Context: an optimization exercise on an open-source flow, tuned for small area, a short achievable clock period and few clock cycles. The choices shown serve that exercise and are no tape-out recipe.
Where RTL was checked, it was by simulation tests only, not by an equivalence proof against the original.
For runs 6 and 7, only the layout was checked, not whether the RTL still works.
Power is estimated from default activity; no workload was simulated.

--- config.mk ---
export PLATFORM = sky130hd
export DESIGN_NAME = demosaic
export DESIGN_NICKNAME = demosaic
export VERILOG_FILES = /design/flow/design.v
export SDC_FILE = /design/flow/constraint.sdc
export NUM_CORES = 4
export LEC_CHECK = 0
export CAP_MARGIN = 20
export CORE_MARGIN = 2
export CORE_UTILIZATION = 40
export CTS_BUF_LIST = sky130_fd_sc_hd__clkbuf_4 sky130_fd_sc_hd__clkbuf_8
export PLACE_DENSITY = 0.6
export SETUP_SLACK_MARGIN = 3.1
export SLEW_MARGIN = 20
export TNS_END_PERCENT = 10
--- flow/run.sh ---
#!/bin/bash
# The standard layout (the standard.sh, unchanged synthesis), except that
# the port buffers that global placement inserts on every input and output
# are sky130_fd_sc_hd__buf_1 rather than the default cell.
set -euo pipefail
export BUFFER_PORTS_ARGS="-buffer_cell sky130_fd_sc_hd__buf_1"
bash standard.sh finish > make_finish.log 2>&1
--- design.v ---
module demosaic(clk, reset, in_en, data_in, wr_r, addr_r, wdata_r, rdata_r, wr_g, addr_g, wdata_g, rdata_g, wr_b, addr_b, wdata_b, rdata_b, done);
input clk;
input reset;
input in_en;
input [7:0] data_in;
output reg wr_r;
output [13:0] addr_r;
output reg [7:0] wdata_r;
input [7:0] rdata_r;
output reg wr_g;
output reg [13:0] addr_g;
output [7:0] wdata_g;
input [7:0] rdata_g;
output reg wr_b;
output [13:0] addr_b;
output reg [7:0] wdata_b;
input [7:0] rdata_b;
output reg done;
reg        fill;
reg [6:0]  r;             
reg [7:0]  q;             
reg [3:0]  ph;            
reg        first;         
reg        second;        
reg [7:0]  rg, rx;        
reg [7:0]  xb;            
reg [9:0]  p;             
reg [8:0]  ya;            
reg [7:0]  half;          
reg [9:0]  d;             
reg [7:0]  xn;            
reg [7:0]  hv;            
reg [13:0] addr_rb;
assign wdata_g = p[9:2];
assign addr_r = addr_rb;
assign addr_b = addr_rb;
wire       odd  = r[0];
wire [7:0] rv   = rx;
wire [7:0] rh   = rx;
wire [6:0] rm1 = r - 7'd1;
wire [6:0] rp1 = r + 7'd1;
wire [6:0] qc  = q[6:0];
wire [6:0] qm4 = qc - 7'd4;
wire [6:0] qm1 = qc - 7'd1;
wire [6:0] qp1 = qc + 7'd1;
wire [6:0] qp2 = qc + 7'd2;
wire       last = q[7] & (q[6:1] == 6'd1);
wire       endc = ph[2] & last & (r == 7'd127);
wire [9:0] g_sum = p + {2'b0, rg};
wire [9:0] v_sum = {1'b0, ya} + {2'b0, rv};
wire [9:0] d_sum = d + {2'b0, rv};
wire [8:0] h_sum = {1'b0, xn} + {1'b0, rh};
wire       s_in = !fill;
wire       s_d  = fill & ph[2];
wire       s_hr = fill & !ph[2] & odd;    
wire       s_hb = fill & !ph[2] & !odd;   
wire [7:0] nd_r = ({8{s_in}} & data_in) | ({8{s_hr}} & half) | ({8{s_hb}} & hv);
wire [7:0] nd_b = ({8{s_in}} & data_in) | ({8{s_hb}} & half) | ({8{s_hr}} & hv);
always @(posedge clk) begin
    rg <= rdata_g;
    rx <= (odd ^ ph[3]) ? rdata_r : rdata_b;
    wdata_r <= nd_r | ({8{s_d}} & d_sum[9:2]);
    wdata_b <= nd_b | ({8{s_d}} & d_sum[9:2]);
end
always @(posedge clk) begin
    if (reset) begin
        fill <= 1'b0;
        r <= 7'd0;
        q <= 8'd0;
        ph <= 4'd0;
        first <= 1'b1;
        second <= 1'b0;
        done <= 1'b0;
        wr_r <= 1'b0;
        wr_g <= 1'b0;
        wr_b <= 1'b0;
        addr_g <= 14'd0;
        addr_rb <= 14'd0;
    end else if (!fill) begin
        addr_g <= {r, qc};
        addr_rb <= {r, qc};
        p <= {data_in, 2'b00};
        wr_g <= in_en & (r[0] == qc[0]);
        wr_r <= in_en & !r[0] & qc[0];
        wr_b <= in_en & r[0] & !qc[0];
        if (in_en) begin
            q[6:0] <= qp1;
            if (qc == 7'd127) begin
                r <= rp1;
                if (r == 7'd127) begin
                    fill <= 1'b1;
                    ph <= 4'b1000;
                end
            end
        end
    end else begin
        ph <= {ph[2:0], ph[3]};
        wr_r <= 1'b0;
        wr_g <= 1'b0;
        wr_b <= 1'b0;
        if (ph[3]) addr_g <= first ? {r, qc} : {rm1, qm1};
        if (ph[0]) addr_g <= {rp1, qm1};
        if (ph[1]) begin
            addr_g <= {r, qp2};
            if (first) xb <= rg; else p <= g_sum;
        end
        if (ph[2]) begin
            addr_g <= {r, qm1};
            wr_g <= !first;
            p <= g_sum;
        end
        if (ph[3]) begin
            p <= {2'b0, xb} + {2'b0, rg};
            xb <= rg;
        end
        if (ph[3]) addr_rb <= {rm1, qc};
        if (ph[0]) begin
            addr_rb <= {rp1, qc};
            xn <= rh;
            hv <= h_sum[8:1];
        end
        if (ph[1]) begin
            addr_rb <= {r, qm4};
            wr_r <= !first & !second;
            wr_b <= !first & !second;
            d <= v_sum;
            half <= ya[8:1];
            ya <= {1'b0, rv};
        end
        if (ph[2]) begin
            addr_rb <= {r, qm1};
            wr_r <= !first & odd;
            wr_b <= !first & !odd;
            ya <= v_sum[8:0];
            q <= last ? {7'd0, rp1[0]} : q + 8'd2;
            if (last) r <= rp1;
            first <= last;
            second <= first;
        end
        if (done || endc) begin
            wr_r <= 1'b0; wr_g <= 1'b0; wr_b <= 1'b0;
        end
        if (endc) done <= 1'b1;
    end
end
endmodule
--- standard.sh ---
#!/bin/bash
# synth_recipe.tcl (not shown) runs the flow's synth.tcl, then flattens the netlist and writes it again
# the make line also repeats each setting of config.mk as NAME=value (left out here)
make -C /OpenROAD-flow-scripts/flow DESIGN_CONFIG=/design/flow/config.mk WORK_HOME=/design/flow/orfs CLKGATE_MAP_FILE= SYNTH_SCRIPT=/design/flow/synth_recipe.tcl "${@:-finish}"
--- constraint.sdc ---
create_clock -name core_clock -period 5.0 [get_ports {clk}]
set_input_delay 1.0000 -clock core_clock [delete_from_list [all_inputs] [get_ports {clk}]]
set_output_delay 1.0000 -clock core_clock [all_outputs]
set_load 0.01 [all_outputs]
==> results.yml, run 1 <==
status:
  outcome: "no timing/DRC/antenna violations"
worst_setup_path:
  worst_ep_arrival_time_ns: 2.22
  critPathSlowestCell: "nor2_1"
  crit_path_cell_trace: "clkbuf_2, inv_1, nand2_1, nor2_1"
  worstPathMaxFanout: 11
  cpPeakStageDelay_ns: 0.60
  endpoint_kind: "flip-flop"
  required_ns: 5.10
  startpoint_type: "input port"
  worstSetupPathType: "input port to flip-flop"
floorplanning:
  die_y_um: 148
  core-area_um2: 20300
  die-width_um: 148
  num_io_pins: 105
  start_util_pct: 40.9
  fp-row-count: 52
  die_area_um2: 21900
logic_synthesis:
  avgSynthCellArea_um2: 10.0
  synth-simple-area-share_pct: 14.2
  ys_async_sr_fraction_pct: 0
  synth_compound_area_share_pct: 18.8
  synth_xor_area_share_pct: 5.07
  synth_common_cells: "dfxtp_1 (86), nor2_1 (78), edfxtp_1 (61)"
  syn-num-nets: 918
  synth-seq-area-share_pct: 42.8
  synthMuxAreaShare_pct: 4.96
  yosys-top-cells-area: "edfxtp_1 (22%), dfxtp_1 (21%), ha_1 (7.5%)"
  syn-cell-area_um2: 8300
  synth_seq_cells: 147
  netlist_instances: 829
  yosysTopAreaCell: "edfxtp_1"
  synth_top_area_share_pct: 22.1
  synth_fa_ha_area_share_pct: 8.50
  synth-edff-count: 61
  synthFlopType: "dfxtp_1"
  synth_top_family_by_area: "compound AO/OA/AOI/OAI gates"
  ys_types: 79
  yosysWarnings: 1
  yosysMostFrequentCell: "dfxtp_1"
clock_tree:
  clk_path_buf_depth: 2
  numCtsBuffers: 17
  cts_root_buf: "clkbuf_8"
  cts_hold_buf: 0
  htreeDepth: 4
  clkLatencyLatePin_ns: 0.47
  clkTransAtPathRegs_ns: 0.08
  cts_tree: "yes"
  cts_sinks: 147
sta:
  drv_slew: 0
  min_period_ns: 2.13
  tightest_slew_ns: 0.960
  max_freq_mhz: 470
  fin_skew_ns: 0.0124
  slew_headroom_pct: 35.4
  post-route-period-util_pct: 42.5
  setup-tns-final_ns: 0
  final-hold-violation-count: 0
  setup_violations: 0
  rsz0062_at_grt: "true"
pwr:
  cell_internal_pwr_uw: 1990
  power_density_nw_per_um2: 267
  clkPwrFrac_pct: 41.2
  swShare_pct: 24.7
  worst_ir_drop_vdd_mv: 0.162
  pwr-share-seq_pct: 48.9
  p_leak_uw: 0.00349
  pwr-share-comb_pct: 9.8
  p_sw_uw: 651
final_layout:
  fill_cells: 1946
  nets: 1012
  drive_above_1_share_pct: 21.7
  finalInstanceArea_um2: 9870
  final_cells: 1206
  antenna_cells: 0
  syn2layout_area_growth_pct: 18.9
place:
  portBuffers: 104
  placed_area_um2: 8720
  hpwl_mm: 14.4
  gp_congestion: 0.843
  placed_cells: 1141
routing:
  avgViaCountPerCell: 5.50
  wl_per_cell_um: 17.8
  drtAntennaViolNets: 0
  drt-initial-drc-count: 482
  first_pass_iters: 5
  drc: 0
  detail_route.wirelength_mm: 21.4
  routed-via-count: 6636
global_routing:
  grt_pass1_wl_mm: 33.2
  antenna_found_initial: 0
  globalRouteOverflowTotal: 0
  grtUsageTotal_pct: 19.5
  grt_pass1_vias: 6327
  grt_max_degree: 50
run:
  cap_viol_max_count: 0
hold_path:
  hold_class: "flip-flop to flip-flop"
-- power groups by stage --
stage	sequential (µW)	clock [µW]	combinational (µW)
2_1_floorplan	1320	0	158
3_3_place_gp	1320	0	210
3_5_place_dp	1320	0	212
4_1_cts	1290	1110	235
5_1_grt	1290	1160	286
6_report	1290	1090	259
-- placed cells by master, fill, tap and decap left out, types with 9 or more instances in the layout --
master and instances:
buf_1 103, nor2_1 75, dfxtp_1 67, edfxtp_1 61
nand2_1 55, a21oi_1 39, ha_1 36, buf_4 33
xnor2_1 28, o21ai_0 25, mux2i_1 21, xor2_1 19
a211oi_2 18, clkbuf_8 17, nand3_1 16, mux2_2 16
inv_1 15, o21ai_1 14, o211ai_1 13, nor3_1 12
dfxtp_2 12, a31oi_1 10, o221ai_1 10, a21o_1 10
ha_4 10, o21bai_1 9, a211oi_1 9
-- cell type report --
class	instances	area (µm²)	area share, %
multi-input cells	599	4710	47.7
repair buffers	139	692	7.01
well taps	270	338	3.42
clock buffers	17	234	2.37
flip-flops and latches	147	3590	36.4
inverters	19	73.8	0.748
clock inverters	15	226	2.29
-- sequential cells by signal (all words and copies together) (netlist names), 9 cells and up --
| name | cells |
|---|---|
| addr_g | 14 |
| addr_rb | 14 |
| d | 10 |
| p | 10 |
| ya | 9 |
-- repair_timing --
item                                    4_1_cts  5_1_grt
endpoints found under the setup margin      185      180
setup buffers                                13       17
gates resized for setup                      59       49
cloned                                        3        0
pin swaps                                    16       28
-- critical path, delay by kind of cell --
family,cells,cell delay [ns]
simple gates,2,0.78
buf+inv,2,0.44
-- per-layer routing --
| metal | vias to the layer above | wire length (µm) | GRT usage (%) |
|---|---|---|---|
| met5 | - | 0 | 0 |
| met4 | 0 | 337 | 6.05 |
| met3 | 24 | 971 | 3.61 |
| met2 | 170 | 10200 | 31.6 |
| met1 | 3199 | 9920 | 26.4 |
| li1 | 3243 | - | - |
-- cells by family after synthesis --
logic type,Yosys count
muxes,39
adders and majority gates,54
and+or+nand+nor,235
AOI/OAI and AO/OA,221
xor gates and xnor gates,48
DFF,147
buffers and inverters,85
-- stage by stage --
stage | setup WS, ns | total power, µW | hold WS (ns) | util (%)
2_1_floorplan | 3.03 | 1470 | 0.433 | -
3_3_place_gp | 2.38 | 1530 | 0.447 | 43.0
3_5_place_dp | 2.37 | 1530 | 0.449 | 43.0
4_1_cts | 2.91 | 2640 | 0.458 | 47.0
5_1_grt | 2.83 | 2740 | 0.479 | 48.6
6_report | 2.87 | 2640 | 0.455 | 48.6
-- path summary, 6_finish.rpt --
path,from,slack [ns],to,cells past startpoint
worst max-delay path,reset,2.87,xb[7],4
worst min-delay path,addr_g[1],0.46,addr_g[1],2
worst max register to register,rx[2],2.87,wdata_r[5],6
worst min register to register,addr_g[1],0.46,addr_g[1],2
Testbench counts, summed over its fixed seeds: cycles 802,816.
==> run 2, diff against run 1 <==
--- a/config.mk
+++ b/config.mk
@@ -8,8 +8,8 @@
 export CAP_MARGIN = 20
 export CORE_MARGIN = 2
-export CORE_UTILIZATION = 40
+export CORE_UTILIZATION = 60
 export CTS_BUF_LIST = sky130_fd_sc_hd__clkbuf_4 sky130_fd_sc_hd__clkbuf_8
-export PLACE_DENSITY = 0.6
-export SETUP_SLACK_MARGIN = 3.1
+export PLACE_DENSITY = 0.8
+export SETUP_SLACK_MARGIN = 3.0
 export SLEW_MARGIN = 20
 export TNS_END_PERCENT = 10
==> run 2 against run 1 <==
  * Final area fell by 4.1%
  * Critical path type is now flip-flop to flip-flop
  * Still clean
  * Non-clock buffer count decreased by 13
  * Global-route usage up 7.4 points
  * Core utilization grew 22 points
  * Fmax rose by 1.7%
  * Synthesized cell count is the same
  * Clock-buffer cell count stayed put
  * Final cell count decreased by 8.9%
  * Largest cell class unchanged
  * Area after synthesis unchanged
  * Combinational power shrank 8.5%
  * Critical path depth is 3 higher
  * Clock power is 15% lower
==> results.yml, run 2 <==
clock_tree:
  cts_tree: "yes"
  cts_sinks: 147
  htreeDepth: 4
  clk_path_buf_depth: 2
  numCtsBuffers: 17
  clkTransAtPathRegs_ns: 0.08
  cts_root_buf: "clkbuf_8"
  clkLatencyLatePin_ns: 0.46
  cts_hold_buf: 0
sta:
  post-route-period-util_pct: 41.8
  max_freq_mhz: 478
  rsz0062_at_grt: "true"
  slew_headroom_pct: 41.2
  setup-tns-final_ns: 0
  setup_violations: 0
  min_period_ns: 2.09
  tightest_slew_ns: 0.876
  final-hold-violation-count: 0
  fin_skew_ns: 0.0124
  setup_slack_ns: 2.91
  drv_slew: 0
final_layout:
  drive_above_1_share_pct: 18.6
  fill_cells: 1021
  syn2layout_area_growth_pct: 14.1
  seqCellArea_um2: 3580
  largestRegisters: "addr_g: 14 flops, addr_rb: 14 flops"
  final_cell_mix: "buf_1 (103), nor2_1 (77), dfxtp_1 (69)"
  antenna_cells: 0
  nets: 999
  layout_commonest_cell: "buf_1"
  multiInputGateArea_um2: 4570
routing:
  avgViaCountPerCell: 6.22
  drtAntennaViolNets: 0
  drt-initial-drc-count: 824
  wl_per_cell_um: 18.5
  drc: 0
  highest_layer: "met4"
  detail_route.wirelength_mm: 20.3
  first_pass_iters: 5
  met2WireLength_mm: 9.66
  met3_length_mm: 1.37
  routed-via-count: 6841
  wl_met1_mm: 8.85
run:
  cap_viol_max_count: 0
logic_synthesis:
  ys_types: 79
  yosysWarnings: 1
  syn-cell-area_um2: 8300
  yosysMostFrequentCell: "dfxtp_1"
  yosys-top-cells-area: "edfxtp_1 (22%), dfxtp_1 (21%), ha_1 (7.5%)"
  synth-edff-count: 61
  synth_top_area_share_pct: 22.1
  synth_seq_cells: 147
  avgSynthCellArea_um2: 10.0
  synth_fa_ha_area_share_pct: 8.50
  synth-seq-area-share_pct: 42.8
  ys_async_sr_fraction_pct: 0
  synth_compound_area_share_pct: 18.8
  synth-simple-area-share_pct: 14.2
  netlist_instances: 829
  synth_top_family_by_area: "compound AO/OA/AOI/OAI gates"
  synth_xor_area_share_pct: 5.07
  synthFlopType: "dfxtp_1"
  synth_common_cells: "dfxtp_1 (86), nor2_1 (78), edfxtp_1 (61)"
  synthMuxAreaShare_pct: 4.96
  syn-num-nets: 918
  yosysTopAreaCell: "edfxtp_1"
global_routing:
  antenna_found_initial: 0
  grt_pass1_wl_mm: 31.2
  grt_pass1_vias: 6221
  grt_max_degree: 50
  globalRouteOverflowTotal: 0
  grtUsageTotal_pct: 26.8
worst_setup_path:
  r2r_cells: 7
  startpoint_type: "flip-flop"
  required_ns: 5.20
  endpoint_kind: "flip-flop"
  r2r_slack_ns: 2.91
  worst_ep_arrival_time_ns: 2.30
  crit_path_cell_trace: "ha_2, fa_2, a211oi_4, o21ai_1, a311o_1, o21ai_0, a31oi_1"
  worstPathMaxFanout: 3
  worstSetupPathType: "flip-flop to flip-flop"
  critPathSlowestCell: "fa_2"
  critPathTopFamily: "compound AO/OA/AOI/OAI gates"
  r2r_start: "xb[0]"
  cpPeakStageDelay_ns: 0.41
  cp.buffers_inverters: 0
  rr_endpoint: "p[8]"
floorplanning:
  fp-row-count: 42
  start_util_pct: 61.9
  num_io_pins: 105
  core-area_um2: 13400
  die_y_um: 122
  die_area_um2: 14800
  die-width_um: 122
pwr:
  p_leak_uw: 0.00337
  clkPwrFrac_pct: 37.8
  cell_internal_pwr_uw: 1820
  worst_ir_drop_vdd_mv: 0.330
  pwr-share-comb_pct: 9.6
  p_sw_uw: 637
  swShare_pct: 25.9
  power_density_nw_per_um2: 260
  pwr-share-seq_pct: 52.5
place:
  gp_congestion: 0.941
  portBuffers: 104
  hpwl_mm: 13.6
  place_ws_ns: 2.28
status:
  outcome: "no timing/DRC/antenna violations"
hold_path:
  hold_path_depth: 2
  hold_class: "flip-flop to flip-flop"
  hp-start: "second"
  hold_end: "second"
-- run 2: cell counts after synthesis --
Identical to the previous run, type by type.
-- run 2: worst max-delay path by stage --
stage,startpoint,end,cells past startpoint
floorplan,xb[0],p[8],7
global placement,fill,addr_g[8],6
detailed placement,fill,addr_g[8],6
CTS,d[2],wdata_b[5],6
global route,ya[0],ya[6],7
finish,xb[0],p[8],7
-- run 2: kinds of logic after synthesis --
kind of cell	count (synthesis)
buffers and inverters	85
xor gates and xnor gates	48
muxes	39
AOI/OAI and AO/OA	221
DFF	147
and+or+nand+nor	235
adders and majority gates	54
-- run 2: cell type report --
cell class	instances	share of cell area (%)
multi-input cells	599	48.3
flip-flops and latches	147	37.8
repair buffers	126	6.58
clock buffers	17	2.47
well taps	176	2.33
clock inverters	15	1.64
inverters	19	0.886
-- run 2: power groups by stage --
stage / logic, µW / registers, µW / clock network [µW]
finish: 237 / 1290 / 931
global placement: 201 / 1320 / 0
CTS: 212 / 1290 / 934
detailed placement: 206 / 1320 / 0
global route: 262 / 1300 / 983
floorplan: 157 / 1310 / 0
-- run 2: worst register-to-register path: cells and delay by family, from the launching register on --
family                     cells  cell delay (ns)
DFF                            1             0.38
adders and majority gates      2             0.63
AOI/OAI and AO/OA              5             0.84
-- run 2: routing by layer --
layer,GRT usage [%],vias to the layer above
met5,0,-
met1,35.9,3292
met4,9.27,0
met3,5.85,36
li1,-,3227
met2,43.5,286
-- run 2: through the flow --
stage / hold WS, ns / instance area [µm²] / total power, µW / utilization, % / instances
3_5_place_dp: 0.452 / 8580 / 1530 / 64.0 / 1047
5_1_grt: 0.496 / 9470 / 2540 / 70.6 / 1099
3_3_place_gp: 0.447 / 8580 / 1520 / 64.0 / 1047
6_report: 0.467 / 9470 / 2460 / 70.6 / 1099
4_1_cts: 0.464 / 9150 / 2440 / 68.3 / 1086
2_1_floorplan: 0.433 / 8330 / 1470 / - / 829
-- run 2: what timing repair did --
item | CTS | global route
resized for setup | 41 | 52
cloned | 2 | 1
endpoints found under the setup margin | 118 | 142
setup buffers | 5 | 12
pin swaps | 10 | 16
==> run 3, diff against run 2 <==
--- a/config.mk
+++ b/config.mk
@@ -6,10 +6,10 @@
 export NUM_CORES = 4
 export LEC_CHECK = 0
-export CAP_MARGIN = 20
+export CAP_MARGIN = 0
 export CORE_MARGIN = 2
-export CORE_UTILIZATION = 60
+export CORE_UTILIZATION = 40
 export CTS_BUF_LIST = sky130_fd_sc_hd__clkbuf_4 sky130_fd_sc_hd__clkbuf_8
-export PLACE_DENSITY = 0.8
+export PLACE_DENSITY = 0.6
 export SETUP_SLACK_MARGIN = 3.0
-export SLEW_MARGIN = 20
+export SLEW_MARGIN = 0
 export TNS_END_PERCENT = 10
==> run 3 against run 2 <==
  * Total power grew 0.42%
  * Area after synthesis unchanged
  * Fmax down 0.21%
  * Core utilization is 24 points lower
  * Critical path depth did not move
  * Largest cell class unchanged
==> results.yml, run 3 <==
status:
  outcome: "no timing/DRC/antenna violations"
clock_tree:
  cts_root_buf: "clkbuf_8"
  numCtsBuffers: 17
  clk_path_buf_depth: 2
  clkTransAtPathRegs_ns: 0.08
  clkLatencyLatePin_ns: 0.46
  cts_sinks: 147
  htreeDepth: 4
  cts_tree: "yes"
hold_path:
  hp-start: "addr_g[1]"
  hold_class: "flip-flop to flip-flop"
  hold_path_depth: 2
  hold_end: "addr_g[1]"
logic_synthesis:
  synth_xor_area_share_pct: 5.07
  synth_seq_cells: 147
  synthFlopType: "dfxtp_1"
  synth_compound_area_share_pct: 18.8
  synth-simple-area-share_pct: 14.2
  synth_fa_ha_area_share_pct: 8.50
  yosysMostFrequentCell: "dfxtp_1"
  synth_top_area_share_pct: 22.1
  netlist_instances: 829
  syn-cell-area_um2: 8300
  avgSynthCellArea_um2: 10.0
  yosysTopAreaCell: "edfxtp_1"
  synth_common_cells: "dfxtp_1 (86), nor2_1 (78), edfxtp_1 (61)"
  synth_top_family_by_area: "compound AO/OA/AOI/OAI gates"
  yosys-top-cells-area: "edfxtp_1 (22%), dfxtp_1 (21%), ha_1 (7.5%)"
  syn-num-nets: 918
  ys_async_sr_fraction_pct: 0
  synthMuxAreaShare_pct: 4.96
  synth-seq-area-share_pct: 42.8
  yosysWarnings: 1
  ys_types: 79
  synth-edff-count: 61
pwr:
  swShare_pct: 25.4
  p_sw_uw: 628
  p_total_uw: 2470
  p_leak_uw: 0.00337
  power_density_nw_per_um2: 259
  pwr-share-seq_pct: 52.3
  pwr-share-comb_pct: 9.6
  worst_ir_drop_vdd_mv: 0.140
  clkPwrFrac_pct: 38.2
  cell_internal_pwr_uw: 1840
worst_setup_path:
  endpoint_kind: "flip-flop"
  r2r_cells: 7
  worstPathMaxFanout: 3
  startpoint_type: "flip-flop"
  crit_path_cell_trace: "ha_4, fa_2, a21o_1, a21oi_1, xor2_1, o221ai_1, o21a_1"
  cpPeakStageDelay_ns: 0.43
  worstSetupPathType: "flip-flop to flip-flop"
  rr_endpoint: "p[4]"
  critPathSlowestCell: "edfxtp_1"
  required_ns: 5.21
  worst_ep_arrival_time_ns: 2.31
  r2r_slack_ns: 2.90
  r2r_start: "p[0]"
place:
  portBuffers: 104
  hpwl_mm: 14.8
  placed_cells: 1142
  gp_congestion: 0.867
sta:
  rsz0062_at_grt: "true"
  setup-tns-final_ns: 0
  slew_headroom_pct: 26.8
  max_freq_mhz: 477
  tightest_slew_ns: 1.09
  post-route-period-util_pct: 41.9
  final-hold-violation-count: 0
  fin_skew_ns: 0.0119
  min_period_ns: 2.10
  drv_slew: 0
  setup_violations: 0
routing:
  highest_layer: "met4"
  met2WireLength_mm: 9.86
  routed-via-count: 6540
  met3_length_um: 923
  drc: 0
  avgViaCountPerCell: 5.48
  first_pass_iters: 5
  wl_met1_mm: 9.94
  wl_per_cell_um: 17.7
  detail_route.wirelength_mm: 21.2
  drtAntennaViolNets: 0
  drt-initial-drc-count: 616
final_layout:
  layout_commonest_cell: "buf_1"
  multiInputGateArea_um2: 4530
  fill_cells: 1946
  final_cells: 1194
  utilization_pct: 47.0
  largestRegisters: "addr_g: 14 flops, addr_rb: 14 flops"
  nets: 1000
  drive_above_1_share_pct: 18.2
  antenna_cells: 0
  syn2layout_area_growth_pct: 14.9
  final_cell_mix: "buf_1 (102), nor2_1 (74), dfxtp_1 (69)"
  seqCellArea_um2: 3580
global_routing:
  antenna_found_initial: 0
  globalRouteOverflowTotal: 0
  grt_pass1_vias: 6251
  grt_pass1_wl_mm: 33.5
  grtUsageTotal_pct: 19.5
  grt_max_degree: 50
floorplanning:
  start_util_pct: 40.9
  num_io_pins: 105
  fp-row-count: 52
  core-area_um2: 20300
  die_y_um: 148
  die_area_um2: 21900
  die-width_um: 148
run:
  cap_viol_max_count: 0
[run 3: repair_timing]
item	CTS	global route
hold endpoints to repair	0	0
resized for setup	50	30
setup buffers	12	6
gates cloned	2	0
setup endpoints to repair	166	133
pin swaps	5	15
hold buffers	0	0
[run 3: layer usage]
metal	vias to the layer above	GRT usage, %
met3	27	3.98
li1	3225	-
met2	165	30.8
met1	3123	26.7
met5	-	0
met4	0	6.71
[run 3: power by group through the flow]
stage | logic, µW | clock network, µW | registers (µW)
after floorplan | 157 | 0 | 1310
after global placement | 207 | 0 | 1320
after detailed placement | 210 | 0 | 1320
after CTS | 225 | 964 | 1290
after global routing | 265 | 1010 | 1300
final | 237 | 943 | 1290
[run 3: area by class of cell]
class                      count  share of cell area [%]
clock inverter                11                    1.35
timing repair buffer         128                    6.44
multi-input combinational    598                    47.5
inverter                      19                   0.774
tap                          270                    3.54
clock buffer                  21                    2.77
sequential                   147                    37.6
[run 3: kinds of logic after synthesis]
kind of cell	count (synthesis)
AO/OA/AOI/OAI	221
XOR/XNOR	48
multiplexers	39
adder cells (fa/ha/maj)	54
flip-flops	147
buffers and inverters	85
AND/OR/NAND/NOR	235
[run 3: worst max-delay path by stage]
stage | from | end | slack [ns] | cells after the start
2_1_floorplan | xb[0] | p[8] | 2.96 | 7
3_3_place_gp | fill | addr_g[8] | 2.35 | 5
3_5_place_dp | fill | addr_g[8] | 2.26 | 5
4_1_cts | d[2] | wdata_b[5] | 2.93 | 6
5_1_grt | p[0] | p[6] | 2.80 | 7
6_report | p[0] | p[4] | 2.90 | 7
[run 3: worst max-delay path: cells and delay by family, from the launching register on]
| family | cells | cell delay (ns) |
|---|---|---|
| AOI/OAI and AO/OA | 4 | 0.65 |
| xor gates and xnor gates | 1 | 0.18 |
| adders and majority gates | 2 | 0.60 |
| DFF | 1 | 0.43 |
[run 3: metrics by stage]
stage | setup slack (ns) | hold WS (ns) | cell area [µm²]
after floorplan | 2.96 | 0.433 | 8330
after global placement | 2.35 | 0.442 | 8700
after detailed placement | 2.26 | 0.446 | 8700
after CTS | 2.93 | 0.457 | 9380
after global routing | 2.80 | 0.488 | 9540
final | 2.90 | 0.456 | 9540
==> run 4, diff against run 3 <==
--- a/config.mk
+++ b/config.mk
@@ -6,5 +6,5 @@
 export NUM_CORES = 4
 export LEC_CHECK = 0
-export CAP_MARGIN = 0
+export CAP_MARGIN = 10
 export CORE_MARGIN = 2
 export CORE_UTILIZATION = 40
@@ -12,4 +12,4 @@
 export PLACE_DENSITY = 0.6
 export SETUP_SLACK_MARGIN = 3.0
-export SLEW_MARGIN = 0
+export SLEW_MARGIN = 10
 export TNS_END_PERCENT = 10
==> run 4 against run 3 <==
  * Core utilization did not move
  * Synthesized cell count did not move
  * Fmax did not move
  * Sequential cell count did not move
  * Largest cell class unchanged
  * Final cell count did not move
  * Clock power barely moved
  * Clock skew did not move
  * Sequential power barely moved
  * Global-route usage did not move
  * Wire length did not move
  * Still clean on timing, DRC and antenna
  * Final area did not move
  * Area after synthesis did not move
==> results.yml, run 4 <==
logic_synthesis:
  syn-cell-area_um2: 8300
  syn-num-nets: 918
  synthFlopType: "dfxtp_1"
  yosys-top-cells-area: "edfxtp_1 (22%), dfxtp_1 (21%), ha_1 (7.5%)"
  ys_async_sr_fraction_pct: 0
  yosysTopAreaCell: "edfxtp_1"
  synth_common_cells: "dfxtp_1 (86), nor2_1 (78), edfxtp_1 (61)"
  avgSynthCellArea_um2: 10.0
  synth-edff-count: 61
  netlist_instances: 829
  yosysMostFrequentCell: "dfxtp_1"
  yosysWarnings: 1
  synth_seq_cells: 147
  synth-seq-area-share_pct: 42.8
  ys_types: 79
  synth_top_area_share_pct: 22.1
pwr:
  power_density_nw_per_um2: 259
  worst_ir_drop_vdd_mv: 0.140
  p_total_uw: 2470
  p_leak_uw: 0.00337
worst_setup_path:
  cpPeakStageDelay_ns: 0.43
  required_ns: 5.21
  worst_ep_arrival_time_ns: 2.31
  critPathSlowestCell: "edfxtp_1"
  r2r_slack_ns: 2.90
  crit_path_cell_trace: "ha_4, fa_2, a21o_1, a21oi_1, xor2_1, o221ai_1, o21a_1"
  cp.buffers_inverters: 0
  startpoint_type: "flip-flop"
  worstPathMaxFanout: 3
  endpoint_kind: "flip-flop"
  worstSetupPathType: "flip-flop to flip-flop"
  critPathTopFamily: "compound AO/OA/AOI/OAI gates"
hold_path:
  hold_class: "flip-flop to flip-flop"
sta:
  fin_skew_ns: 0.0119
  post-route-period-util_pct: 41.9
  min_period_ns: 2.10
  drv_slew: 0
  max_freq_mhz: 477
  tightest_slew_ns: 1.09
  final-hold-violation-count: 0
  slew_headroom_pct: 26.8
  setup-tns-final_ns: 0
  rsz0062_at_grt: "true"
  setup_violations: 0
place:
  placed_cells: 1142
  placed_area_um2: 8700
  hpwl_mm: 14.8
  portBuffers: 104
  gp_congestion: 0.867
routing:
  avgViaCountPerCell: 5.48
  wl_per_cell_um: 17.7
  drtAntennaViolNets: 0
  drc: 0
  drt-initial-drc-count: 616
  routed-via-count: 6540
  detail_route.wirelength_mm: 21.2
  first_pass_iters: 5
clock_tree:
  clkLatencyLatePin_ns: 0.46
  cts_sinks: 147
  htreeDepth: 4
  clk_path_buf_depth: 2
  cts_tree: "yes"
  numCtsBuffers: 17
  cts_root_buf: "clkbuf_8"
  clkTransAtPathRegs_ns: 0.08
final_layout:
  largestRegisters: "addr_g: 14 flops, addr_rb: 14 flops"
  fill_cells: 1946
  antenna_cells: 0
  syn2layout_area_growth_pct: 14.9
  finalInstanceArea_um2: 9540
  drive_above_1_share_pct: 18.2
  final_cell_mix: "buf_1 (102), nor2_1 (74), dfxtp_1 (69)"
  nets: 1000
  layout_commonest_cell: "buf_1"
  final_cells: 1194
floorplanning:
  die-width_um: 148
  die_area_um2: 21900
  die_y_um: 148
  start_util_pct: 40.9
  num_io_pins: 105
  fp-row-count: 52
  core-area_um2: 20300
global_routing:
  grt_pass1_vias: 6251
  grt_pass1_wl_mm: 33.5
  grt_max_degree: 50
  antenna_found_initial: 0
  globalRouteOverflowTotal: 0
  grtUsageTotal_pct: 19.5
status:
  outcome: "no timing/DRC/antenna violations"
run:
  cap_viol_max_count: 0
## run 4: cell counts after synthesis
Identical to the previous run, type by type.
## run 4: cell type report
cell class,instances,area (µm²),share of cell area [%]
multi-input cells,598,4530,47.5
flip-flops and latches,147,3580,37.6
repair buffers,128,614,6.44
well taps,270,338,3.54
clock buffers,21,264,2.77
clock inverters,11,129,1.35
inverters,19,73.8,0.774
## run 4: per-stage QoR
step                setup WS, ns  util (%)  hold WS (ns)
finish                      2.90      47.0         0.456
global route                2.80      47.0         0.488
CTS                         2.93      46.2         0.457
detailed placement          2.26      42.9         0.446
global placement            2.35      42.9         0.442
floorplan                   2.96         -         0.433
## run 4: worst paths after layout
check	startpoint	to	depth (start not counted)
setup reg to reg	p[0]	p[4]	7
setup / recovery	p[0]	p[4]	7
hold / removal	addr_g[1]	addr_g[1]	2
hold reg to reg	addr_g[1]	addr_g[1]	2
## run 4: worst register-to-register path: stages (launching register included)
cell and delay, ns:
edfxtp_1 0.43, ha_4 0.21, fa_2 0.39, a21o_1 0.17, a21oi_1 0.17, xor2_1 0.18, o221ai_1 0.16, o21a_1 0.15
## run 4: per-layer routing
metal	share of wire, %	global-route usage [%]	wire length, µm	vias to the layer above
met3	4.4	3.98	923	27
met5	0	0	0	-
li1	-	-	-	3225
met4	2.1	6.71	444	0
met1	47	26.7	9940	3123
met2	47	30.8	9860	165
## run 4: cell families (layout without fill, tap and decap cells)
family	Yosys count	after routing	synth area share [%]
compound gates	221	221	18.8
xor+xnor	48	48	5.07
fa+ha+maj	54	54	8.50
buf+inv	85	179	5.64
flops	147	147	42.8
mux	39	39	4.96
simple gates	235	236	14.2
## run 4: report_power, final
| group | switching (µW) | leakage [µW] | internal [µW] |
|---|---|---|---|
| Sequential | 23.2 | 0.00128 | 1270 |
| Clock | 475 | 0.000195 | 468 |
| Combinational | 130 | 0.00190 | 107 |
## run 4: timing repair
| action | CTS | global route |
|---|---|---|
| endpoints found under the setup margin | 166 | 133 |
| gates cloned | 2 | 0 |
| buffers inserted | 12 | 6 |
| gates resized for setup | 50 | 30 |
| hold buffers | 0 | 0 |
| pin swaps | 5 | 15 |
==> run 5, diff against run 4 <==
==> run.sh (new file) <==
#!/bin/bash
# synth_recipe.tcl (not shown) runs the flow's synth.tcl, then flattens the netlist and writes it again
# the make line also repeats each setting of config.mk as NAME=value (left out here)
make -C /OpenROAD-flow-scripts/flow DESIGN_CONFIG=/design/flow/config.mk WORK_HOME=/design/flow/orfs CLKGATE_MAP_FILE= SYNTH_SCRIPT=/design/flow/synth_recipe.tcl finish
--- a/config.mk
+++ b/config.mk
@@ -6,5 +6,5 @@
 export NUM_CORES = 4
 export LEC_CHECK = 0
-export CAP_MARGIN = 10
+export CAP_MARGIN = 20
 export CORE_MARGIN = 2
 export CORE_UTILIZATION = 40
@@ -12,4 +12,4 @@
 export PLACE_DENSITY = 0.6
 export SETUP_SLACK_MARGIN = 3.0
-export SLEW_MARGIN = 10
+export SLEW_MARGIN = 20
 export TNS_END_PERCENT = 10
removed: flow/run.sh
removed: standard.sh
==> run 5 against run 4 <==
  * Final area increased by 6.3%
  * Register-to-register slack about the same
  * Core utilization increased by 2.9 points
  * Combinational power increased by 11%
  * Clock power decreased by 6.2%
  * Critical path depth fell by 6
  * Die area unchanged
  * Sequential cell count did not move
  * Via count decreased by 0.83%
  * Synthesized cell count is the same
  * Global-route usage is essentially flat
  * Total power is 1.4% lower
  * Critical endpoint is now addr_g[1]
  * Largest cell class unchanged
  * Highest routed layer unchanged
==> results.yml, run 5 <==
worst_setup_path:
  cpPeakStageDelay_ns: 0.39
  critPathSlowestCell: "dfxtp_1"
  crit_path_cell_trace: "dlygate4sd2_1"
  startpoint_type: "flip-flop"
  r2r_slack_ns: 2.90
  worstPathMaxFanout: 2
  worst_ep_arrival_time_ns: 1.12
  cp.buffers_inverters: 1
  worstSetupPathType: "flip-flop to output pin"
  critPathTopFamily: "flip-flops"
  endpoint_kind: "output pin"
  required_ns: 4.00
final_layout:
  nets: 997
  finalInstanceArea_um2: 10100
  drive_above_1_share_pct: 19.4
  final_cell_mix: "nor2_1 (74), dfxtp_1 (64), edfxtp_1 (61)"
  final_cells: 1191
  layout_commonest_cell: "nor2_1"
  antenna_cells: 0
  largestRegisters: "addr_g: 14 flops, addr_rb: 14 flops"
  syn2layout_area_growth_pct: 22.1
logic_synthesis:
  yosysTopAreaCell: "edfxtp_1"
  ys_types: 79
  yosysMostFrequentCell: "dfxtp_1"
  synth_top_area_share_pct: 22.1
  synth_xor_area_share_pct: 5.07
  synthFlopType: "dfxtp_1"
  ys_async_sr_fraction_pct: 0
  synth_fa_ha_area_share_pct: 8.50
  syn-cell-area_um2: 8300
  yosysWarnings: 1
  synth-simple-area-share_pct: 14.2
  synth_top_family_by_area: "compound AO/OA/AOI/OAI gates"
  synth_compound_area_share_pct: 18.8
  synth_common_cells: "dfxtp_1 (86), nor2_1 (78), edfxtp_1 (61)"
  synth-edff-count: 61
  synthMuxAreaShare_pct: 4.96
  synth-seq-area-share_pct: 42.8
  avgSynthCellArea_um2: 10.0
  syn-num-nets: 918
  synth_seq_cells: 147
  yosys-top-cells-area: "edfxtp_1 (22%), dfxtp_1 (21%), ha_1 (7.5%)"
  netlist_instances: 829
floorplanning:
  core-area_um2: 20300
  die-width_um: 148
  die_y_um: 148
  die_area_um2: 21900
  num_io_pins: 105
  fp-row-count: 52
  start_util_pct: 40.9
status:
  outcome: "no timing/DRC/antenna violations"
pwr:
  power_density_nw_per_um2: 241
  clkPwrFrac_pct: 36.3
  swShare_pct: 25.7
  worst_ir_drop_vdd_mv: 0.149
  p_sw_uw: 627
  cell_internal_pwr_uw: 1810
  pwr-share-comb_pct: 10.8
  p_leak_uw: 0.00386
  pwr-share-seq_pct: 52.9
clock_tree:
  clk_path_buf_depth: 2
  numCtsBuffers: 17
  clkLatencyLatePin_ns: 0.45
  cts_sinks: 147
  htreeDepth: 4
  cts_root_buf: "clkbuf_8"
  cts_tree: "yes"
  cts_hold_buf: 0
  clkTransAtPathRegs_ns: 0.08
routing:
  highest_layer: "met4"
  routed-via-count: 6486
  drtAntennaViolNets: 0
  wl_met1_mm: 10.1
  drt-initial-drc-count: 511
  met2WireLength_mm: 9.92
  detail_route.wirelength_mm: 21.3
  first_pass_iters: 5
  wl_per_cell_um: 17.9
  met3_length_um: 869
  drc: 0
  avgViaCountPerCell: 5.45
sta:
  fin_skew_ns: 0.0121
  setup_violations: 0
  setup-tns-final_ns: 0
  final-hold-violation-count: 0
  post-route-period-util_pct: 42.4
  tightest_slew_ns: 0.855
  slew_headroom_pct: 42.6
  drv_slew: 0
  rsz0062_at_grt: "true"
  max_freq_mhz: 472
  min_period_ns: 2.12
hold_path:
  hold_class: "flip-flop to flip-flop"
global_routing:
  grt_pass1_vias: 6201
  grtUsageTotal_pct: 19.5
  antenna_found_initial: 0
  grt_pass1_wl_mm: 33.6
  globalRouteOverflowTotal: 0
  grt_max_degree: 50
place:
  placed_cells: 1142
  hpwl_mm: 14.7
  placed_area_um2: 9350
  portBuffers: 104
  gp_congestion: 0.877
run:
  cap_viol_max_count: 0
[run 5: final cells by class]
| class | instances | area (µm²) |
|---|---|---|
| clock inverter | 12 | 110 |
| multi-input combinational | 599 | 4610 |
| clock buffer | 20 | 256 |
| inverter | 19 | 77.6 |
| fill | 1902 | 10200 |
| timing repair buffer | 124 | 1150 |
| tap | 270 | 338 |
| sequential | 147 | 3590 |
[run 5: per-layer routing]
metal	GRT usage, %	vias to the layer above
li1	-	3216
met1	26.9	3113
met2	31.5	137
met5	0	-
met4	4.95	0
met3	3.98	20
[run 5: cell families after synthesis]
family,after synthesis
AOI/OAI and AO/OA,221
xor gates and xnor gates,48
adders and majority gates,54
buffers and inverters,85
DFF,147
muxes,39
and+or+nand+nor,235
[run 5: what timing repair did]
item / in CTS / in global routing
resized for setup: 124 / 59
setup buffers: 9 / 5
setup endpoints to repair: 181 / 132
gates cloned: 2 / 1
pin swaps: 5 / 16
[run 5: power groups by stage]
stage               Clock, µW  Combinational, µW  Sequential [µW]
floorplan                   0                157             1310
global placement            0                241             1320
detailed placement          0                243             1320
CTS                       910                248             1290
global route              956                290             1290
finish                    885                262             1290
[run 5: final timing paths]
check,startpoint,end,cells after the start
setup reg to reg,xb[0],p[8],7
setup / recovery,addr_g[1],addr_g[1],1
hold / removal,ya[7],half[6],0
hold reg to reg,ya[7],half[6],0
[run 5: stage by stage]
stage	power [µW]	setup slack, ns	utilization (%)	hold WS [ns]
global placement	1560	2.11	46.0	0.448
detailed placement	1560	2.06	46.0	0.453
CTS	2450	2.84	48.6	0.472
global route	2540	2.80	49.9	0.492
floorplan	1470	2.96	-	0.433
finish	2440	2.88	49.9	0.466
[run 5: worst register-to-register path: stages, from the launching register on]
cell	delay, ns
edfxtp_1	0.37
ha_2	0.21
fa_2	0.39
a211oi_4	0.31
o21ai_2	0.10
a311o_1	0.32
o21ai_0	0.09
a31oi_1	0.06
==> run 6, diff against run 5 <==
--- a/design.v
+++ b/design.v
@@ -48,4 +48,7 @@
 wire       endc = ph[2] & last & (r == 7'd127);
 wire [9:0] g_sum = p + {2'b0, rg};
+wire [9:0] x_sum = {2'b0, xb} + {2'b0, rg};
+wire [9:0] p_next = ({10{!fill}} & {data_in, 2'b00}) | ({10{fill & ph[3]}} & x_sum)
+                  | ({10{fill & !ph[3]}} & g_sum);
 wire [9:0] v_sum = {1'b0, ya} + {2'b0, rv};
 wire [9:0] d_sum = d + {2'b0, rv};
@@ -80,5 +83,5 @@
         addr_g <= {r, qc};
         addr_rb <= {r, qc};
-        p <= {data_in, 2'b00};
+        p <= p_next;
         wr_g <= in_en & (r[0] == qc[0]);
         wr_r <= in_en & !r[0] & qc[0];
@@ -103,13 +106,13 @@
         if (ph[1]) begin
             addr_g <= {r, qp2};
-            if (first) xb <= rg; else p <= g_sum;
+            if (first) xb <= rg; else p <= p_next;
         end
         if (ph[2]) begin
             addr_g <= {r, qm1};
             wr_g <= !first;
-            p <= g_sum;
+            p <= p_next;
         end
         if (ph[3]) begin
-            p <= {2'b0, xb} + {2'b0, rg};
+            p <= p_next;
             xb <= rg;
         end
==> flow/run.sh (new file) <==
#!/bin/bash
# The standard layout (the standard.sh, unchanged synthesis), except that
# the port buffers that global placement inserts on every input and output
# are sky130_fd_sc_hd__buf_1 rather than the default cell.
set -euo pipefail
export BUFFER_PORTS_ARGS="-buffer_cell sky130_fd_sc_hd__buf_1"
bash standard.sh finish > make_finish.log 2>&1
==> standard.sh (new file) <==
#!/bin/bash
# synth_recipe.tcl (not shown) runs the flow's synth.tcl, then flattens the netlist and writes it again
# the make line also repeats each setting of config.mk as NAME=value (left out here)
make -C /OpenROAD-flow-scripts/flow DESIGN_CONFIG=/design/flow/config.mk WORK_HOME=/design/flow/orfs CLKGATE_MAP_FILE= SYNTH_SCRIPT=/design/flow/synth_recipe.tcl "${@:-finish}"
removed: run.sh
==> run 6 against run 5 <==
  * Hold slack barely moved
  * Sequential power barely moved
  * Clock power rose by 4.1%
  * Worst setup slack got worse by 0.026 ns
  * Sequential share of layout area rose by 2.3 points
  * Clock skew rose by 0.012 ns
  * Global-route usage fell by 1.5 points
  * Via count fell by 0.20%
  * Non-clock buffer count rose by 1
  * First-iteration DRC count fell by 22%
  * Area after synthesis fell by 0.12%
  * Largest power group unchanged
  * Highest routed layer unchanged
==> results.yml, run 6 <==
floorplanning:
  num_io_pins: 105
  die_area_um2: 21900
  die-width_um: 148
  core-area_um2: 20300
  start_util_pct: 40.8
  fp-row-count: 52
  die_y_um: 148
final_layout:
  antenna_cells: 0
  final_cells: 1210
  drive_above_1_share_pct: 17.2
  largestRegisters: "addr_g: 14 flops, addr_rb: 14 flops"
  finalInstanceArea_um2: 9480
  final_cell_mix: "buf_1 (103), nor2_1 (82), dfxtp_1 (70)"
  fill_cells: 1930
  nets: 1016
  layout_commonest_cell: "buf_1"
  syn2layout_area_growth_pct: 14.4
clock_tree:
  clk_path_buf_depth: 2
  clkTransAtPathRegs_ns: 0.09
  htreeDepth: 4
  numCtsBuffers: 17
  cts_tree: "yes"
  cts_root_buf: "clkbuf_8"
  cts_sinks: 147
  clkLatencyLatePin_ns: 0.48
  cts_hold_buf: 0
hold_path:
  hold_class: "flip-flop to flip-flop"
routing:
  drtAntennaViolNets: 0
  detail_route.wirelength_mm: 19.5
  wl_per_cell_um: 16.1
  routed-via-count: 6473
  avgViaCountPerCell: 5.35
  drt-initial-drc-count: 400
  drc: 0
  first_pass_iters: 6
worst_setup_path:
  crit_top_cell: "a21oi_2"
  endpoint_kind: "flip-flop"
  cp-startpoint: "rx[0]"
  r2r_start: "rx[0]"
  critPathTopFamily: "compound AO/OA/AOI/OAI gates"
  startpoint_type: "flip-flop"
  worst_ep_arrival_time_ns: 2.38
  required_ns: 5.23
  critPathSlowestCell: "dfxtp_2"
  crit_path_cell_trace: "ha_2, fa_2, a21o_1, a21oi_2, a21oi_2, o41ai_2, xnor2_1, and2_1"
  cp.depth: 8
  cp.buffers_inverters: 0
  cpPeakStageDelay_ns: 0.38
  worstPathMaxFanout: 7
  worstSetupPathType: "flip-flop to flip-flop"
  crit_end: "ya[8]"
  r2r_cells: 8
  r2r_slack_ns: 2.85
  rr_endpoint: "ya[8]"
sta:
  setup-tns-final_ns: 0
  post-route-period-util_pct: 42.9
  drv_slew: 0
  setup_violations: 0
  fin_skew_ns: 0.0242
  rsz0062_at_grt: "true"
  min_period_ns: 2.15
  max_freq_mhz: 466
  final-hold-violation-count: 0
  tightest_slew_ns: 0.627
  hold_slack_ns: 0.465
  slew_headroom_pct: 58.0
logic_synthesis:
  yosys-top-cells-area: "edfxtp_1 (22%), dfxtp_1 (21%), ha_1 (7.5%)"
  synth_top_area_share_pct: 22.1
  synthFlopType: "dfxtp_1"
  yosysWarnings: 1
  synth_common_cells: "dfxtp_1 (86), nor2_1 (86), edfxtp_1 (61)"
  syn-num-nets: 940
  avgSynthCellArea_um2: 9.74
  syn-cell-area_um2: 8290
  netlist_instances: 851
  synth-seq-area-share_pct: 42.9
  ys_async_sr_fraction_pct: 0
  yosysTopAreaCell: "edfxtp_1"
  ys_types: 78
  synth-edff-count: 61
  synth_seq_cells: 147
global_routing:
  grtUsageTotal_pct: 18.0
  grt_pass1_wl_mm: 31.2
  grt_max_degree: 34
  antenna_found_initial: 0
  globalRouteOverflowTotal: 0
  grt_pass1_vias: 6045
place:
  placed_cells: 1163
  portBuffers: 104
  hpwl_mm: 14.1
  gp_congestion: 0.824
  placed_area_um2: 8660
run:
  cap_viol_max_count: 0
pwr:
  p_leak_uw: 0.00345
  worst_ir_drop_vdd_mv: 0.160
  power_density_nw_per_um2: 257
status:
  outcome: "no timing/DRC/antenna violations"
==> run 6: kinds of logic after synthesis <==
group / share of synthesized area (%)
AND/OR/NAND/NOR: 14.8
AO/OA/AOI/OAI: 17.6
flip-flops: 42.9
buffers and inverters: 6.69
adder cells (fa/ha/maj): 8.51
XOR/XNOR: 4.86
multiplexers: 4.60
==> run 6: how the worst min path moves through the flow <==
stage	start	end	slack (ns)	cells after the start
after floorplan	ya[2]	half[1]	0.43	0
after global placement	ya[6]	half[5]	0.44	0
after detailed placement	ya[6]	half[5]	0.45	0
after CTS	second	second	0.46	2
after global routing	second	second	0.49	2
final	second	second	0.47	2
==> run 6: stage by stage <==
stage                     total power [µW]  utilization, %  setup slack, ns
after detailed placement              1520            42.6             1.86
after global placement                1520            42.6             1.98
after CTS                             2440            45.0             2.74
after floorplan                       1460               -             2.89
after global routing                  2530            46.7             2.73
final                                 2430            46.7             2.85
==> run 6: layout make-up <==
type / count / area, µm² / area share, %
tap: 270 / 338 / 3.56
clock inverter: 14 / 144 / 1.52
inverter: 30 / 118 / 1.24
clock buffer: 18 / 241 / 2.55
sequential: 147 / 3580 / 37.8
multi-input combinational: 606 / 4490 / 47.4
timing repair buffer: 125 / 568 / 5.99
==> run 6: metal layers <==
metal	global-route usage, %	up-vias	share of wire, %
met4	5.71	0	1.7
met2	29.2	139	48
met1	24.3	3080	46
met3	3.58	28	3.6
li1	-	3226	-
met5	0	-	0
==> run 6: worst reg2reg max path, cell delays in order (launching register included) <==
cell	delay, ns
dfxtp_2	0.38
ha_2	0.21
fa_2	0.37
a21o_1	0.17
a21oi_2	0.18
a21oi_2	0.09
o41ai_2	0.25
xnor2_1	0.13
and2_1	0.14
==> run 6: timing repair <==
item | 4_1_cts | 5_1_grt
buffers inserted | 3 | 12
gates resized for setup | 25 | 70
pin swaps | 4 | 28
endpoints found under the setup margin | 180 | 192
==> run 6: where the power goes <==
part / internal (µW) / switching [µW] / leakage [µW]
Combinational: 100 / 121 / 0.00198
Sequential: 1270 / 23.5 / 0.00128
Clock: 415 / 506 / 0.000197
Total: 1780 / 651 / 0.00345
==> run 7, diff against run 6 <==
--- a/design.v
+++ b/design.v
@@ -30,5 +30,4 @@
 reg [9:0]  d;             
 reg [7:0]  xn;            
-reg [7:0]  hv;            
 reg [13:0] addr_rb;
 assign wdata_g = p[9:2];
@@ -48,21 +47,32 @@
 wire       endc = ph[2] & last & (r == 7'd127);
 wire [9:0] g_sum = p + {2'b0, rg};
-wire [9:0] x_sum = {2'b0, xb} + {2'b0, rg};
-wire [9:0] p_next = ({10{!fill}} & {data_in, 2'b00}) | ({10{fill & ph[3]}} & x_sum)
-                  | ({10{fill & !ph[3]}} & g_sum);
 wire [9:0] v_sum = {1'b0, ya} + {2'b0, rv};
 wire [9:0] d_sum = d + {2'b0, rv};
 wire [8:0] h_sum = {1'b0, xn} + {1'b0, rh};
-wire       s_in = !fill;
-wire       s_d  = fill & ph[2];
-wire       s_hr = fill & !ph[2] & odd;    
-wire       s_hb = fill & !ph[2] & !odd;   
-wire [7:0] nd_r = ({8{s_in}} & data_in) | ({8{s_hr}} & half) | ({8{s_hb}} & hv);
-wire [7:0] nd_b = ({8{s_in}} & data_in) | ({8{s_hb}} & half) | ({8{s_hr}} & hv);
+wire [7:0] v_wdata = ph[1] ? half : d_sum[9:2];
+wire [7:0] h_wdata = h_sum[8:1];
 always @(posedge clk) begin
     rg <= rdata_g;
     rx <= (odd ^ ph[3]) ? rdata_r : rdata_b;
-    wdata_r <= nd_r | ({8{s_d}} & d_sum[9:2]);
-    wdata_b <= nd_b | ({8{s_d}} & d_sum[9:2]);
+    if (!fill || odd || ph[0]) wdata_r <= !fill ? data_in : odd ? v_wdata : h_wdata;
+    if (!fill || !odd || ph[0]) wdata_b <= !fill ? data_in : odd ? h_wdata : v_wdata;
+end
+always @(posedge clk) begin
+    if (!fill) p <= {data_in, 2'b00};
+    if (ph[1]) begin
+        if (first) xb <= rg; else p <= g_sum;
+    end
+    if (ph[2]) p <= g_sum;
+    if (ph[3]) begin
+        p <= {2'b0, xb} + {2'b0, rg};
+        xb <= rg;
+    end
+    if (ph[0]) xn <= rh;
+    if (ph[1]) begin
+        d <= v_sum;
+        half <= ya[8:1];
+        ya <= {1'b0, rv};
+    end
+    if (ph[2]) ya <= v_sum[8:0];
 end
 always @(posedge clk) begin
@@ -83,5 +93,4 @@
         addr_g <= {r, qc};
         addr_rb <= {r, qc};
-        p <= p_next;
         wr_g <= in_en & (r[0] == qc[0]);
         wr_r <= in_en & !r[0] & qc[0];
@@ -104,30 +113,15 @@
         if (ph[3]) addr_g <= first ? {r, qc} : {rm1, qm1};
         if (ph[0]) addr_g <= {rp1, qm1};
-        if (ph[1]) begin
-            addr_g <= {r, qp2};
-            if (first) xb <= rg; else p <= p_next;
-        end
+        if (ph[1]) addr_g <= {r, qp2};
         if (ph[2]) begin
             addr_g <= {r, qm1};
             wr_g <= !first;
-            p <= p_next;
-        end
-        if (ph[3]) begin
-            p <= p_next;
-            xb <= rg;
         end
         if (ph[3]) addr_rb <= {rm1, qc};
-        if (ph[0]) begin
-            addr_rb <= {rp1, qc};
-            xn <= rh;
-            hv <= h_sum[8:1];
-        end
+        if (ph[0]) addr_rb <= {rp1, qc};
         if (ph[1]) begin
             addr_rb <= {r, qm4};
             wr_r <= !first & !second;
             wr_b <= !first & !second;
-            d <= v_sum;
-            half <= ya[8:1];
-            ya <= {1'b0, rv};
         end
         if (ph[2]) begin
@@ -135,5 +129,4 @@
             wr_r <= !first & odd;
             wr_b <= !first & !odd;
-            ya <= v_sum[8:0];
             q <= last ? {7'd0, rp1[0]} : q + 8'd2;
             if (last) r <= rp1;
--- a/config.mk
+++ b/config.mk
@@ -6,10 +6,10 @@
 export NUM_CORES = 4
 export LEC_CHECK = 0
+export ABC_CLOCK_PERIOD_IN_PS = 2200
 export CAP_MARGIN = 20
 export CORE_MARGIN = 2
 export CORE_UTILIZATION = 40
-export CTS_BUF_LIST = sky130_fd_sc_hd__clkbuf_4 sky130_fd_sc_hd__clkbuf_8
 export PLACE_DENSITY = 0.6
-export SETUP_SLACK_MARGIN = 3.0
+export SETUP_SLACK_MARGIN = 2.8
 export SLEW_MARGIN = 20
 export TNS_END_PERCENT = 10
==> run 7 against run 6 <==
  * Worst setup slack got worse by 0.19 ns
  * Synthesized cell count rose by 2.7%
  * Critical path depth did not move
  * Total power rose by 16%
  * Sequential cell count fell by 8
  * Wire length rose by 4.9%
  * Largest power group is now clock
==> results.yml, run 7 <==
clock_tree:
  cts_hold_buf: 0
  clkTransAtPathRegs_ns: 0.06
  cts_root_buf: "clkbuf_16"
  clkLatencyLatePin_ns: 0.43
  clk_path_buf_depth: 2
  cts_sinks: 139
  cts_tree: "yes"
  numCtsBuffers: 17
  htreeDepth: 4
final_layout:
  largestRegisters: "addr_g: 14 flops, addr_rb: 14 flops"
  fill_cells: 1919
  drive_above_1_share_pct: 11.5
  utilization_pct: 47.7
  syn2layout_area_growth_pct: 16.6
  nets: 1031
  final_cell_mix: "buf_1 (103), nor2_1 (87), nand2_1 (85)"
  layout_commonest_cell: "buf_1"
  antenna_cells: 0
sta:
  tightest_slew_ns: 0.943
  setup_slack_ns: 2.67
  slew_headroom_pct: 36.7
  rsz0062_at_grt: "true"
  hold_slack_ns: 0.465
  min_period_ns: 2.33
  post-route-period-util_pct: 46.7
  drv_slew: 0
  setup-tns-final_ns: 0
  final-hold-violation-count: 0
  setup_violations: 0
  fin_skew_ns: 0.00805
  max_freq_mhz: 428
logic_synthesis:
  synth_common_cells: "nor2_1 (89), nand2_1 (86), dfxtp_1 (80)"
  ys_async_sr_fraction_pct: 0
  ys_types: 65
  syn-cell-area_um2: 7990
  synth-edff-count: 59
  synthFlopType: "dfxtp_1"
  yosysMostFrequentCell: "nor2_1"
  synth-seq-area-share_pct: 42.2
  synth_seq_cells: 139
  yosysWarnings: 1
  synth_top_area_share_pct: 22.2
  avgSynthCellArea_um2: 9.14
  syn-num-nets: 963
  yosys-top-cells-area: "edfxtp_1 (22%), dfxtp_1 (20%), ha_1 (7.8%)"
  yosysTopAreaCell: "edfxtp_1"
  netlist_instances: 874
status:
  outcome: "no timing/DRC/antenna violations"
floorplanning:
  die_y_um: 145
  die-width_um: 145
  die_area_um2: 21100
  start_util_pct: 40.9
  core-area_um2: 19500
  fp-row-count: 51
  num_io_pins: 105
routing:
  drtAntennaViolNets: 0
  drc: 0
  first_pass_iters: 5
  avgViaCountPerCell: 5.42
  drt-initial-drc-count: 433
  detail_route.wirelength_mm: 20.4
  routed-via-count: 6615
  wl_per_cell_um: 16.8
place:
  portBuffers: 104
  place_ws_ns: 2.32
  gp_congestion: 0.861
  hpwl_mm: 14.1
worst_setup_path:
  worstPathMaxFanout: 4
  required_ns: 5.27
  critPathSlowestCell: "edfxtp_1"
  r2r_start: "d[2]"
  crit_path_cell_trace: "ha_1, nor3_2, a211oi_4, buf_4, a31oi_4, mux2_2, or3_1, a31oi_1"
  critPathTopFamily: "simple AND/OR/NAND/NOR gates"
  cp-startpoint: "d[2]"
  worstSetupPathType: "flip-flop to flip-flop"
  endpoint_kind: "flip-flop"
  worst_ep_arrival_time_ns: 2.61
  cp.buffers_inverters: 1
  startpoint_type: "flip-flop"
  cpPeakStageDelay_ns: 0.36
pwr:
  power_density_nw_per_um2: 303
  p_leak_uw: 0.00340
  worst_ir_drop_vdd_mv: 0.220
  p_total_uw: 2820
global_routing:
  grt_pass1_vias: 6164
  globalRouteOverflowTotal: 0
  antenna_found_initial: 0
  grt_pass1_wl_mm: 32.7
  grt_max_degree: 55
  grtUsageTotal_pct: 19.4
hold_path:
  hold_class: "flip-flop to flip-flop"
  hp-start: "ya[6]"
run:
  cap_viol_max_count: 0
-- run 7: cell count changes in the layout (fill, tap and decap cells not counted), moves of 9 or more --
cell and delta:
a21oi_1 +16, clkbuf_16 +17, clkbuf_8 -17, mux2i_1 -12, nand2_1 +34, nor2b_1 -10
o21ai_0 +9
-- run 7: final timing paths --
path                end  slack, ns  depth (start not counted)
max          wdata_r[4]       2.67                          8
min             half[5]       0.46                          0
max reg2reg  wdata_r[4]       2.67                          8
min reg2reg     half[5]       0.46                          0
-- run 7: worst register-to-register path: cells and delay by family (launching register included) --
| kind | cells | cell delay (ns) |
|---|---|---|
| simple gates | 2 | 0.51 |
| fa+ha+maj | 1 | 0.35 |
| buf+inv | 1 | 0.16 |
| flops | 1 | 0.36 |
| mux | 1 | 0.36 |
| compound gates | 3 | 0.44 |
-- run 7: area by class of cell --
cell class                 count  area, µm²  area share (%)
clock inverter                13        199            2.14
tap                          265        332            3.56
clock buffer                  19        433            4.65
inverter                      23       96.3            1.03
multi-input combinational    640       4340            46.6
timing repair buffer         121        527            5.65
sequential                   139       3390            36.4
-- run 7: cell families (layout without fill, tap and decap cells) --
family          count (synthesis)  after routing  share of synthesized area [%]
buf+inv                        95            176                           5.70
fa+ha+maj                      54             54                           8.83
compound gates                247            247                           19.6
simple gates                  267            267                           15.2
xor+xnor                       51             51                           5.59
flops                         139            139                           42.2
mux                            21             21                           2.87
-- run 7: metal layers --
layer | routed length, µm | share of wire, % | vias up | track usage (%)
met5 | 0 | 0 | - | 0
met4 | 371 | 1.8 | 0 | 6.57
met3 | 1060 | 5.2 | 33 | 3.74
met2 | 9920 | 49 | 187 | 32.3
met1 | 9090 | 44 | 3102 | 25.2
li1 | - | - | 3293 | -
-- run 7: power by group --
| group | internal [µW] | total, µW | switching [µW] |
|---|---|---|---|
| clock network | 880 | 1370 | 485 |
| registers | 1200 | 1230 | 27.2 |
| logic | 97.5 | 224 | 127 |
| total | 2180 | 2820 | 639 |
-- run 7: timing repair --
action / 4_1_cts / 5_1_grt
endpoints found under the setup margin: 77 / 77
buffers inserted: 1 / 7
gates cloned: 0 / 0
gates resized for setup: 18 / 29
pin swaps: 1 / 6
-- run 7: stage by stage --
stage / cells / instance area (µm²)
finish: 1220 / 9320
global route: 1220 / 9320
CTS: 1213 / 9140
detailed placement: 1180 / 8430
global placement: 1180 / 8430
floorplan: 874 / 8000

## port drivers added, routing unchanged
No port has a modelled driver above. Below, the same layouts with a new extraction and two added sets of constraints. Step 1 sets driving cells, clkbuf_16 on the clock port and buf_2 on the other inputs (assumed; they add their load-dependent delay and slew). Step 2, shift: input delay + t, output delay - t, t = (earliest + latest rising clock arrival at the registers) / 2. This alone moves slack from input paths to output paths. Slacks: ideal / step 1 / step 2; pairs: ideal / step 1.
run | t (ns) | setup WS [ns] | hold slack, ns | latest minus earliest clock arrival (ns) | slew at the worst register clock pin (ns)
run 1 | 0.500 | 2.873 / 2.873 / 2.391 | 0.455 / 0.455 / 0.455 | 0.014 / 0.015 | 0.09 / 0.09
run 2 | 0.489 | 2.908 / 2.880 / 2.437 | 0.467 / 0.467 / 0.467 | 0.013 / 0.013 | 0.09 / 0.09
run 3 | 0.496 | 2.903 / 2.903 / 2.568 | 0.456 / 0.456 / 0.456 | 0.012 / 0.012 | 0.09 / 0.09
run 4 | 0.496 | 2.903 / 2.903 / 2.568 | 0.456 / 0.456 / 0.456 | 0.012 / 0.012 | 0.09 / 0.09
run 5 | 0.484 | 2.880 / 2.843 / 2.557 | 0.466 / 0.466 / 0.466 | 0.013 / 0.013 | 0.09 / 0.09
run 6 | 0.512 | 2.854 / 2.854 / 2.450 | 0.465 / 0.465 / 0.465 | 0.024 / 0.024 | 0.10 / 0.10
run 7 | 0.470 | 2.665 / 2.665 / 2.623 | 0.465 / 0.465 / 0.465 | 0.008 / 0.008 | 0.06 / 0.06
After both steps every run listed still meets setup and hold. For run 1, which loses most, drivers alone change the setup slack by 0.000 ns; drivers and shift together by -0.482 ns.
